From an optimization exercise on the open Yosys and OpenROAD flow, aimed at small area and a short achievable clock period; shortcuts taken in it are not production practice. At most, simulation tests tie the RTL to the original design; equivalence was not proved. The clock input has no modelled driver; a real chip could not lean on it and would need a root buffer or a full tree. No activity file was given, so power comes from the tool's default toggle rates.

==> run a <==
Design adder_top, start of the top module:
module adder_top (
    input         clk,
    input  [63:0] a,
    input  [63:0] b,
    input         cin,
    output [63:0] sum,
    output        cout
);
    reg [63:0] a_q, b_q;
    reg        cin_q;
    reg [63:0] sum_q;
    reg        cout_q;
    wire [63:0] s;
    wire        c;
    Adder #(.WIDTH(64)) u_adder (
        .io_a   (a_q),
        .io_b   (b_q),
        .io_cin (cin_q),
        .io_sum (s),
        .io_cout(c)
    );
    always @(posedge clk) begin
        a_q    <= a;
        b_q    <= b;
        cin_q  <= cin;
        sum_q  <= s;
        cout_q <= c;
    end
    assign sum  = sum_q;
    assign cout = cout_q;
endmodule
clock: 3.1 ns
lec_check: 0
abc_clock_period_in_ps: 1500
cap_margin: 20
core_margin: 2
core_utilization: 40
place_density: 0.6
setup_slack_margin: 1.5
slew_margin: 20
synth_hierarchical: 1
standard.sh (not shown) runs the stock make flow with config.mk's settings and CLKGATE_MAP_FILE= SYNTH_SCRIPT=/design/flow/synth_recipe.tcl, a recipe that flattens the netlist after the stock synthesis.
==> flow/flow/run.sh <==
#!/bin/bash
# Layout: the standard ORFS flow (standard.sh) with two changes:
#  - the input and output ports are buffered by buf_1 (buffer_ports -buffer_cell);
#  - after clock tree synthesis, flow/clocktree.tcl replaces the clock tree with
#    a shallow one: the clock port drives four buffers; three drive the operand
#    registers, the fourth drives the leaf buffers of the result registers.
#    Timing repair then runs after global routing, on the new tree.
# make's full output goes to flow_make.log; each ORFS step logs to orfs/logs/.
set -euo pipefail
here=$(pwd)
bash standard.sh \
  BUFFER_PORTS_ARGS="-buffer_cell sky130_fd_sc_hd__buf_1" \
  SKIP_CTS_REPAIR_TIMING=1 \
  POST_CTS_TCL="$here/flow/clocktree.tcl" \
  finish > flow_make.log 2>&1
==> flow/flow/clocktree.tcl <==
proc ct_env { name default } {
  if { [info exists ::env($name)] && $::env($name) ne "" } { return $::env($name) }
  return $default
}
set in_roots   [ct_env CT_IN_ROOTS 3]
set in_cell    [ct_env CT_IN_CELL sky130_fd_sc_hd__clkbuf_16]
set mid_cell   [ct_env CT_MID_CELL sky130_fd_sc_hd__clkbuf_8]
set out_leaves [ct_env CT_OUT_LEAVES 2]
set out_cell   [ct_env CT_OUT_CELL sky130_fd_sc_hd__clkbuf_16]

set db [ord::get_db]
set block [ord::get_db_block]
set clk_net [[$block findBTerm clk] getNet]

# Walk the clock network: registers' clock pins are sinks; everything else on
# it (CTS buffers and its dummy loads) is removed.
set sinks {}
set old_insts {}
set old_nets {}
set todo [list $clk_net]
while { [llength $todo] } {
  set net [lindex $todo 0]
  set todo [lrange $todo 1 end]
  foreach it [$net getITerms] {
    if { ![$it isInputSignal] } { continue }
    set inst [$it getInst]
    set m [[$inst getMaster] getName]
    if { [string match "*df*" $m] } {
      lappend sinks $it
      continue
    }
    if { ![string match "*buf*" $m] && ![string match "*inv*" $m] } {
      error "unexpected cell $m ([$inst getName]) on the clock network"
    }
    if { [lsearch -exact $old_insts $inst] >= 0 } { continue }
    lappend old_insts $inst
    foreach ot [$inst getITerms] {
      if { [$ot isOutputSignal] && [$ot getNet] ne "NULL" } {
        if { [string match "*inv*" $m] && [llength [[$ot getNet] getITerms]] > 1 } {
          error "inverter [$inst getName] drives a clock net"
        }
        lappend todo [$ot getNet]
        lappend old_nets [$ot getNet]
      }
    }
  }
}
puts "clocktree: [llength $sinks] register clock pins, removing [llength $old_insts] cells and [llength $old_nets] nets"
foreach it $sinks { $it disconnect }
foreach inst $old_insts { odb::dbInst_destroy $inst }
foreach net $old_nets { odb::dbNet_destroy $net }

proc ct_center { it } {
  set b [[$it getInst] getBBox]
  return [list [expr { ([$b xMin] + [$b xMax]) / 2 }] [expr { ([$b yMin] + [$b yMax]) / 2 }]]
}

# k-means clustering of clock pins by position, into k groups of similar size
proc ct_cluster { iterms k } {
  set pts {}
  foreach it $iterms { lappend pts [ct_center $it] }
  set n [llength $pts]
  # start from points spread along a sort by angle around the centroid
  set cx 0; set cy 0
  foreach p $pts { set cx [expr { $cx + [lindex $p 0] }]; set cy [expr { $cy + [lindex $p 1] }] }
  set cx [expr { double($cx) / $n }]; set cy [expr { double($cy) / $n }]
  set order {}
  set i 0
  foreach p $pts {
    lappend order [list $i [expr { atan2([lindex $p 1] - $cy, [lindex $p 0] - $cx) }]]
    incr i
  }
  set order [lsort -real -index 1 $order]
  set cap [expr { int(ceil(double($n) / $k)) }]
  set assign [lrepeat $n 0]
  set i 0
  foreach o $order {
    lset assign [lindex $o 0] [expr { $i / $cap }]
    incr i
  }
  for { set iter 0 } { $iter < 20 } { incr iter } {
    set sx [lrepeat $k 0.0]; set sy [lrepeat $k 0.0]; set sn [lrepeat $k 0]
    for { set i 0 } { $i < $n } { incr i } {
      set c [lindex $assign $i]
      lset sx $c [expr { [lindex $sx $c] + [lindex $pts $i 0] }]
      lset sy $c [expr { [lindex $sy $c] + [lindex $pts $i 1] }]
      lset sn $c [expr { [lindex $sn $c] + 1 }]
    }
    set cent {}
    for { set c 0 } { $c < $k } { incr c } {
      set m [expr { max(1, [lindex $sn $c]) }]
      lappend cent [list [expr { [lindex $sx $c] / $m }] [expr { [lindex $sy $c] / $m }]]
    }
    # balanced assignment: points in order of their best distance, capped per cluster
    set cand {}
    for { set i 0 } { $i < $n } { incr i } {
      for { set c 0 } { $c < $k } { incr c } {
        set d [expr { abs([lindex $pts $i 0] - [lindex $cent $c 0]) + abs([lindex $pts $i 1] - [lindex $cent $c 1]) }]
        lappend cand [list $i $c $d]
      }
    }
    set cand [lsort -real -index 2 $cand]
    set done [lrepeat $n 0]
    set cnt [lrepeat $k 0]
    foreach e $cand {
      lassign $e i c d
      if { [lindex $done $i] || [lindex $cnt $c] >= $cap } { continue }
      lset assign $i $c
      lset done $i 1
      lset cnt $c [expr { [lindex $cnt $c] + 1 }]
    }
  }
  set groups {}
  for { set c 0 } { $c < $k } { incr c } { lappend groups {} }
  for { set i 0 } { $i < $n } { incr i } {
    set c [lindex $assign $i]
    lset groups $c [concat [lindex $groups $c] [list [lindex $iterms $i]]]
  }
  return $groups
}

set ct_count 0
# a buffer of master cell driving a new net, placed at (x, y), input on net in_net
proc ct_buffer { cell in_net x y } {
  global db block ct_count
  set master [$db findMaster $cell]
  if { $master eq "NULL" } { error "no cell $cell" }
  set inst [odb::dbInst_create $block $master "clktree_buf_$ct_count"]
  set net [odb::dbNet_create $block "clktree_net_$ct_count"]
  incr ct_count
  $net setSigType CLOCK
  set w [$master getWidth]
  set h [$master getHeight]
  $inst setLocation [expr { int($x - $w / 2) }] [expr { int($y - $h / 2) }]
  $inst setPlacementStatus PLACED
  foreach it [$inst getITerms] {
    if { [$it isInputSignal] } { $it connect $in_net }
    if { [$it isOutputSignal] } { $it connect $net }
  }
  return $net
}

proc ct_centroid { iterms } {
  set sx 0; set sy 0
  foreach it $iterms {
    lassign [ct_center $it] x y
    set sx [expr { $sx + $x }]; set sy [expr { $sy + $y }]
  }
  set n [llength $iterms]
  return [list [expr { $sx / $n }] [expr { $sy / $n }]]
}

set in_sinks {}
set out_sinks {}
foreach it $sinks {
  set n [[$it getInst] getName]
  if { [string match "sum_q*" $n] || [string match "cout_q*" $n] } {
    lappend out_sinks $it
  } else {
    lappend in_sinks $it
  }
}

foreach g [ct_cluster $in_sinks $in_roots] {
  lassign [ct_centroid $g] x y
  set net [ct_buffer $in_cell $clk_net $x $y]
  foreach it $g { $it connect $net }
  puts "clocktree: $in_cell at ([expr {$x/1000.0}], [expr {$y/1000.0}]) drives [llength $g] operand registers"
}
set out_groups [ct_cluster $out_sinks $out_leaves]
lassign [ct_centroid $out_sinks] x y
set mid_net [ct_buffer $mid_cell $clk_net $x $y]
puts "clocktree: $mid_cell at ([expr {$x/1000.0}], [expr {$y/1000.0}]) drives $out_leaves leaf buffers"
foreach g $out_groups {
  lassign [ct_centroid $g] x y
  set net [ct_buffer $out_cell $mid_net $x $y]
  foreach it $g { $it connect $net }
  puts "clocktree: $out_cell at ([expr {$x/1000.0}], [expr {$y/1000.0}]) drives [llength $g] result registers"
}

global_connect
detailed_placement
check_placement -verbose
estimate_parasitics -placement
report_clock_skew
report_clock_latency
report_checks -path_delay max -digits 3
report_checks -path_delay max -to [all_outputs] -digits 3
report_worst_slack -max
report_worst_slack -min
==> run b (differences from run a) <==
==> flow/flow/run.sh (replaced) <==
#!/bin/bash
# Layout: the standard ORFS flow (standard.sh) with three changes:
#  - flow/pins.tcl places the ports as a bit-sliced datapath (operands on the
#    bottom edge, results on the top edge, both in bit order);
#  - the input and output ports are buffered by buf_1 (buffer_ports -buffer_cell);
#  - after clock tree synthesis, flow/clocktree.tcl replaces the clock tree with
#    a two-level one (see its header); timing repair then runs after global
#    routing, on the new tree.
# make's full output goes to flow_make.log; each ORFS step logs to orfs/logs/.
set -euo pipefail
here=$(pwd)
bash standard.sh \
  BUFFER_PORTS_ARGS="-buffer_cell sky130_fd_sc_hd__buf_1" \
  PRE_IO_PLACEMENT_TCL="$here/flow/pins.tcl" \
  SKIP_CTS_REPAIR_TIMING=1 \
  POST_CTS_TCL="$here/flow/clocktree.tcl" \
  finish > flow_make.log 2>&1
--- a/flow/flow/clocktree.tcl
+++ b/flow/flow/clocktree.tcl
@@ -5,6 +5,18 @@
 set in_roots   [ct_env CT_IN_ROOTS 3]
+set in_leaves  [ct_env CT_IN_LEAVES 9]
 set in_cell    [ct_env CT_IN_CELL sky130_fd_sc_hd__clkbuf_16]
+set in_leaf_cell [ct_env CT_IN_LEAF_CELL sky130_fd_sc_hd__clkbuf_16]
 set mid_cell   [ct_env CT_MID_CELL sky130_fd_sc_hd__clkbuf_8]
-set out_leaves [ct_env CT_OUT_LEAVES 2]
+set out_leaves [ct_env CT_OUT_LEAVES 4]
 set out_cell   [ct_env CT_OUT_CELL sky130_fd_sc_hd__clkbuf_16]
+
+# signal (or clock) input and output pins, leaving out the supply pins
+proc ct_in { it } {
+  set mt [$it getMTerm]
+  return [expr { [$mt getSigType] in {SIGNAL CLOCK} && [$mt getIoType] eq "INPUT" }]
+}
+proc ct_out { it } {
+  set mt [$it getMTerm]
+  return [expr { [$mt getSigType] in {SIGNAL CLOCK} && [$mt getIoType] eq "OUTPUT" }]
+}
 
@@ -24,3 +36,3 @@
   foreach it [$net getITerms] {
-    if { ![$it isInputSignal] } { continue }
+    if { ![ct_in $it] } { continue }
     set inst [$it getInst]
@@ -37,3 +49,3 @@
     foreach ot [$inst getITerms] {
-      if { [$ot isOutputSignal] && [$ot getNet] ne "NULL" } {
+      if { [ct_out $ot] && [$ot getNet] ne "NULL" } {
         if { [string match "*inv*" $m] && [llength [[$ot getNet] getITerms]] > 1 } {
@@ -121,11 +133,13 @@
 
-set ct_count 0
+set ::ct_count 0
 # a buffer of master cell driving a new net, placed at (x, y), input on net in_net
 proc ct_buffer { cell in_net x y } {
-  global db block ct_count
+  set db [ord::get_db]
+  set block [ord::get_db_block]
   set master [$db findMaster $cell]
   if { $master eq "NULL" } { error "no cell $cell" }
-  set inst [odb::dbInst_create $block $master "clktree_buf_$ct_count"]
-  set net [odb::dbNet_create $block "clktree_net_$ct_count"]
-  incr ct_count
+  set inst [odb::dbInst_create $block $master "clktree_buf_$::ct_count"]
+  set ::ct_last_inst $inst
+  set net [odb::dbNet_create $block "clktree_net_$::ct_count"]
+  incr ::ct_count
   $net setSigType CLOCK
@@ -136,4 +150,4 @@
   foreach it [$inst getITerms] {
-    if { [$it isInputSignal] } { $it connect $in_net }
-    if { [$it isOutputSignal] } { $it connect $net }
+    if { [ct_in $it] } { $it connect $in_net }
+    if { [ct_out $it] } { $it connect $net }
   }
@@ -163,18 +177,38 @@
 
-foreach g [ct_cluster $in_sinks $in_roots] {
-  lassign [ct_centroid $g] x y
-  set net [ct_buffer $in_cell $clk_net $x $y]
-  foreach it $g { $it connect $net }
-  puts "clocktree: $in_cell at ([expr {$x/1000.0}], [expr {$y/1000.0}]) drives [llength $g] operand registers"
-}
-set out_groups [ct_cluster $out_sinks $out_leaves]
-lassign [ct_centroid $out_sinks] x y
-set mid_net [ct_buffer $mid_cell $clk_net $x $y]
-puts "clocktree: $mid_cell at ([expr {$x/1000.0}], [expr {$y/1000.0}]) drives $out_leaves leaf buffers"
-foreach g $out_groups {
-  lassign [ct_centroid $g] x y
-  set net [ct_buffer $out_cell $mid_net $x $y]
-  foreach it $g { $it connect $net }
-  puts "clocktree: $out_cell at ([expr {$x/1000.0}], [expr {$y/1000.0}]) drives [llength $g] result registers"
-}
+# leaf buffers on clusters of registers; their input pins, clustered again, go
+# to the root buffers.  Returns the leaf buffers' input pins.
+proc ct_leaves { regs nleaves cell what } {
+  set pins {}
+  foreach g [ct_cluster $regs $nleaves] {
+    lassign [ct_centroid $g] x y
+    set net [odb::dbNet_create [ord::get_db_block] "clktree_tmp_$::ct_count"]
+    set leafnet [ct_buffer $cell $net $x $y]
+    foreach it $g { $it connect $leafnet }
+    set inst $::ct_last_inst
+    foreach it [$inst getITerms] {
+      if { [ct_in $it] } { lappend pins $it }
+    }
+    puts "clocktree: $cell at ([expr {$x/1000.0}], [expr {$y/1000.0}]) drives [llength $g] $what registers"
+  }
+  return $pins
+}
+proc ct_drive { pins cell in_net } {
+  lassign [ct_centroid $pins] x y
+  set net [ct_buffer $cell $in_net $x $y]
+  foreach it $pins {
+    set old [$it getNet]
+    $it disconnect
+    if { $old ne "NULL" && [llength [$old getITerms]] == 0 } { odb::dbNet_destroy $old }
+    $it connect $net
+  }
+  puts "clocktree: $cell at ([expr {$x/1000.0}], [expr {$y/1000.0}]) drives [llength $pins] buffers"
+  return $net
+}
+
+set in_leaf_pins [ct_leaves $in_sinks $in_leaves $in_leaf_cell operand]
+foreach g [ct_cluster $in_leaf_pins $in_roots] {
+  ct_drive $g $in_cell $clk_net
+}
+set out_leaf_pins [ct_leaves $out_sinks $out_leaves $out_cell result]
+ct_drive $out_leaf_pins $mid_cell $clk_net
 
==> flow/flow/pins.tcl (new file) <==
# PRE_IO_PLACEMENT hook: lay the ports out as a bit-sliced datapath.  The die
# width is cut into 66 equal slots; slot 0 holds cin, slot i+1 holds a[i] and
# b[i] on the bottom edge and sum[i] on the top edge, slot 65 holds cout on
# the top edge.  The clock goes on the left edge.  place_pins then picks the
# exact legal positions inside each slot.
set die [[ord::get_db_block] getDieArea]
set x0 [expr { [$die xMin] / 1000.0 + 3.0 }]
set x1 [expr { [$die xMax] / 1000.0 - 3.0 }]
set step [expr { ($x1 - $x0) / 66.0 }]
proc pins_slot { x0 step k } {
  set a [expr { $x0 + $k * $step }]
  return [format "%.3f-%.3f" $a [expr { $a + $step }]]
}
set_io_pin_constraint -pin_names {cin} -region bottom:[pins_slot $x0 $step 0]
for { set i 0 } { $i < 64 } { incr i } {
  set r [pins_slot $x0 $step [expr { $i + 1 }]]
  set_io_pin_constraint -pin_names [list "a\[$i\]" "b\[$i\]"] -region bottom:$r
  set_io_pin_constraint -pin_names [list "sum\[$i\]"] -region top:$r
}
set_io_pin_constraint -pin_names {cout} -region top:[pins_slot $x0 $step 65]
set_io_pin_constraint -pin_names {clk} -region left:*
--- a/flow/config.mk
+++ b/flow/config.mk
@@ -9,2 +9,3 @@
 export CAP_MARGIN = 20
+export CORE_ASPECT_RATIO = 0.5
 export CORE_MARGIN = 2
@@ -12,3 +13,3 @@
 export PLACE_DENSITY = 0.6
-export SETUP_SLACK_MARGIN = 1.5
+export SETUP_SLACK_MARGIN = 1.4
 export SLEW_MARGIN = 20
==> summary.txt <==
- In area after synthesis, run a and run b do not differ.
- In synthesized cell count, run a and run b do not differ.
- Run a ended with an error in clock tree synthesis (4_1_cts). Run b finished clean.
Function was not checked in any run of this note: the RTL went through the layout flow alone. The clock cells of run b come from the design's own scripts or RTL, not from TritonCTS.

========
==> branch xenon <==
adder_top, a different RTL version from the one above (not shown whole).
## adder_top
module adder_top (
    input         clk,
    input  [63:0] a,
    input  [63:0] b,
    input         cin,
    output [63:0] sum,
    output        cout
);
export LEC_CHECK = 0
export ABC_CLOCK_PERIOD_IN_PS = 1500
export CAP_MARGIN = 20
export CORE_MARGIN = 2
export CORE_UTILIZATION = 40
export PLACE_DENSITY = 0.6
export SETUP_SLACK_MARGIN = 1.3
export SLEW_MARGIN = 20
export SYNTH_HIERARCHICAL = 1
create_clock -name core_clock -period 3.1 [get_ports {clk}]
==> flow/flow/run.sh <==
#!/bin/bash
# Layout: the standard ORFS flow (standard.sh) with these changes:
#  - the input and output ports are buffered by buf_1 (buffer_ports -buffer_cell),
#    and after clock tree synthesis flow/outbuf.tcl makes the output ones stronger;
#  - after clock tree synthesis, flow/clocktree.tcl replaces the clock tree with
#    a two-level one (see its header); timing repair then runs after global
#    routing, on the new tree.
# make's full output goes to flow_make.log; each ORFS step logs to orfs/logs/.
set -euo pipefail
here=$(pwd)
# clock tree cells (read by flow/clocktree.tcl)
export CT_IN_ROOTS=3 CT_IN_LEAVES=9 CT_OUT_LEAVES=4
export CT_IN_CELL=sky130_fd_sc_hd__clkbuf_16
export CT_IN_LEAF_CELL=sky130_fd_sc_hd__clkbuf_8
export CT_MID_CELL=sky130_fd_sc_hd__clkbuf_2
export CT_OUT_CELL=sky130_fd_sc_hd__clkbuf_16
# output port buffer (read by flow/outbuf.tcl)
export OUT_PORT_BUF=sky130_fd_sc_hd__buf_2
bash standard.sh \
  BUFFER_PORTS_ARGS="-buffer_cell sky130_fd_sc_hd__buf_1" \
  SKIP_CTS_REPAIR_TIMING=1 \
  POST_CTS_TCL="$here/flow/post_cts.tcl" \
  finish > flow_make.log 2>&1
Other scripts of this flow, unchanged in this note and not shown: flow/flow/clocktree.tcl, flow/flow/outbuf.tcl, flow/flow/post_cts.tcl
==> branch juniper (differences from branch xenon) <==
--- a/flow/flow/run.sh
+++ b/flow/flow/run.sh
@@ -1,9 +1,12 @@
 #!/bin/bash
 # Layout: the standard ORFS flow (standard.sh) with these changes:
+#  - after floorplanning, flow/downsize.tcl sets every logic gate to its
+#    smallest drive strength (timing repair later upsizes what it needs);
 #  - the input and output ports are buffered by buf_1 (buffer_ports -buffer_cell),
 #    and after clock tree synthesis flow/outbuf.tcl makes the output ones stronger;
 #  - after clock tree synthesis, flow/clocktree.tcl replaces the clock tree with
 #    a two-level one (see its header); timing repair then runs after global
-#    routing, on the new tree.
+#    routing, on the new tree, and is followed by power recovery (RECOVER_POWER),
+#    which downsizes gates off the critical paths.
 # make's full output goes to flow_make.log; each ORFS step logs to orfs/logs/.
 set -euo pipefail
@@ -19,5 +22,7 @@
 bash standard.sh \
   BUFFER_PORTS_ARGS="-buffer_cell sky130_fd_sc_hd__buf_1" \
+  POST_FLOORPLAN_TCL="$here/flow/downsize.tcl" \
   SKIP_CTS_REPAIR_TIMING=1 \
+  RECOVER_POWER=100 \
   POST_CTS_TCL="$here/flow/post_cts.tcl" \
   finish > flow_make.log 2>&1
==> flow/flow/downsize.tcl (new file) <==
# POST_FLOORPLAN hook: synthesis maps each small helper module of the adder
# once, at whatever drive strength ABC picks, and every instance inherits it.
# Start all logic gates from the smallest drive strength of their kind
# instead; timing repair after placement and routing upsizes the ones on
# critical paths.  Registers and tie cells are left alone.
set db [ord::get_db]
set ds_count 0
foreach inst [[ord::get_db_block] getInsts] {
  set m [[$inst getMaster] getName]
  if { ![regexp {^(sky130_fd_sc_hd__(?:a21oi|o21ai|nand2|nor2|nand2b|nor2b|xor2|xnor2|inv|and2|or2|a21o|o21a|a21boi|o21bai))_([0-9]+)$} $m -> base size] } { continue }
  if { $size == 1 } { continue }
  set small [$db findMaster "${base}_1"]
  if { $small eq "NULL" } { continue }
  $inst swapMaster $small
  incr ds_count
}
puts "downsize: $ds_count logic gates set to drive strength 1"
--- a/flow/config.mk
+++ b/flow/config.mk
@@ -11,5 +11,5 @@
 export CORE_UTILIZATION = 40
 export PLACE_DENSITY = 0.6
-export SETUP_SLACK_MARGIN = 1.3
+export SETUP_SLACK_MARGIN = 1.4
 export SLEW_MARGIN = 20
 export SYNTH_HIERARCHICAL = 1
==> branch onyx (differences from branch xenon) <==
--- a/flow/flow/run.sh
+++ b/flow/flow/run.sh
@@ -1,4 +1,6 @@
 #!/bin/bash
 # Layout: the standard ORFS flow (standard.sh) with these changes:
+#  - after floorplanning, flow/downsize.tcl sets every logic gate to its
+#    smallest drive strength (timing repair later upsizes what it needs);
 #  - the input and output ports are buffered by buf_1 (buffer_ports -buffer_cell),
 #    and after clock tree synthesis flow/outbuf.tcl makes the output ones stronger;
@@ -19,4 +21,5 @@
 bash standard.sh \
   BUFFER_PORTS_ARGS="-buffer_cell sky130_fd_sc_hd__buf_1" \
+  POST_FLOORPLAN_TCL="$here/flow/downsize.tcl" \
   SKIP_CTS_REPAIR_TIMING=1 \
   POST_CTS_TCL="$here/flow/post_cts.tcl" \
==> flow/flow/downsize.tcl (new file) <==
# POST_FLOORPLAN hook: synthesis maps each small helper module of the adder
# once, at whatever drive strength ABC picks, and every instance inherits it.
# Start all logic gates from the smallest drive strength of their kind
# instead; timing repair after placement and routing upsizes the ones on
# critical paths.  Registers and tie cells are left alone.
set db [ord::get_db]
set ds_count 0
foreach inst [[ord::get_db_block] getInsts] {
  set m [[$inst getMaster] getName]
  if { ![regexp {^(sky130_fd_sc_hd__(?:a21oi|o21ai|nand2|nor2|nand2b|nor2b|xor2|xnor2|inv|and2|or2|a21o|o21a|a21boi|o21bai))_([0-9]+)$} $m -> base size] } { continue }
  if { $size == 1 } { continue }
  set small [$db findMaster "${base}_1"]
  if { $small eq "NULL" } { continue }
  $inst swapMaster $small
  incr ds_count
}
puts "downsize: $ds_count logic gates set to drive strength 1"
--- a/flow/config.mk
+++ b/flow/config.mk
@@ -9,7 +9,7 @@
 export CAP_MARGIN = 20
 export CORE_MARGIN = 2
-export CORE_UTILIZATION = 40
-export PLACE_DENSITY = 0.6
-export SETUP_SLACK_MARGIN = 1.3
+export CORE_UTILIZATION = 50
+export PLACE_DENSITY = 0.7
+export SETUP_SLACK_MARGIN = 1.4
 export SLEW_MARGIN = 20
 export SYNTH_HIERARCHICAL = 1
==> summary.txt <==
- Final Core Density: 50.08%
- Setup crit start: b_q[5]
- Sequential fraction of design power: 52.3%
- Drt via density: 4.349
- Initial core utilization: 40.71%
- Critical Path, Cell by Cell: nor2_1 -> o21ai_2 -> a21oi_2 -> o21ai_2 -> a21oi_2 -> o21ai_2 -> a21oi_2 -> o21ai_1 -> xor2_1
- Via count: 5427
- Beginning of the worst hold path: b_q[29]
- Period utilisation layout: 55.04%
- Outcome: timing/DRC/antenna clean
- Number of fill cells in the layout: 1741
- Vias in the first global route: 5313
The numbers above come from branch xenon.

==> summary.txt <==
- Outcome: timing/DRC/antenna clean
- P&R area growth vs syn: 13.27%
- Biggest regs: a_q (64), b_q (64), sum_q (64)
- Setup crit start: b_q[5]
- Routed Antenna Nets: 0
- Clk_skew: 0.2850 ns
- Initial core utilization: 40.71%
- FFs & Latches: 194
- Beginning of the worst hold path: cin_q
- Cell count after synthesis: 794
- Internal: 3788 uW
- Critical Path, Cell by Cell: nor2_4 -> nor2_2 -> nand2_2 -> o21ai_2 -> a21oi_1 -> clkbuf_1 -> o21ai_0 -> clkbuf_4 -> a21oi_1 -> xor2_1
- Finished layout cell area: 8597 um^2
- Clock network power share: 28.4%
- Final Core Density: 46.11%
- Period utilisation layout: 70.72%
- Vias in the first global route: 5079
- Via count: 5548
The numbers above come from branch juniper.

==> summary.txt <==
- Critical Path, Cell by Cell: nor2_2 -> o21ai_2 -> a21oi_2 -> o21ai_2 -> a21oi_2 -> o21ai_4 -> a21oi_4 -> o21ai_2 -> xor2_1
- Period utilisation layout: 56.21%
- Outcome: timing/DRC/antenna clean
- Vias in the first global route: 5161
- Setup crit start: a_q[5]
- Beginning of the worst hold path: cin_q
- Final Core Density: 58.84%
- Via count: 5664
- Initial core utilization: 50.49%
- Sequential fraction of design power: 53.2%
- Drt via density: 4.689
The numbers above come from branch onyx.

No run of this note takes its clock network from TritonCTS; it comes from the design's own scripts or RTL.

-- static timing again, ports no longer ideal --
No port has a modelled driver above. Below, the same layouts with a new extraction and two added sets of constraints.
Step 1 assumes that a clkbuf_16 drives the clock port and a buf_2 every other input.
Step 2 also shifts input and output timing later by t, the mid clock arrival at the registers, as if the neighbouring blocks saw the same clock.
a / b / c = ideal / step 1 / step 2; a / b = the first two.
run	shift t [ns]	setup slack, ns	worst setup path at the end
run b	0.398	1.167 / 1.167 / 1.167	register to register
branch xenon	0.493	1.394 / 1.332 / 1.393	register to register
branch juniper	0.506	0.908 / 0.907 / 0.907	register to register
branch onyx	0.479	1.358 / 1.357 / 1.357	register to register
After both steps every run listed still meets setup and hold.
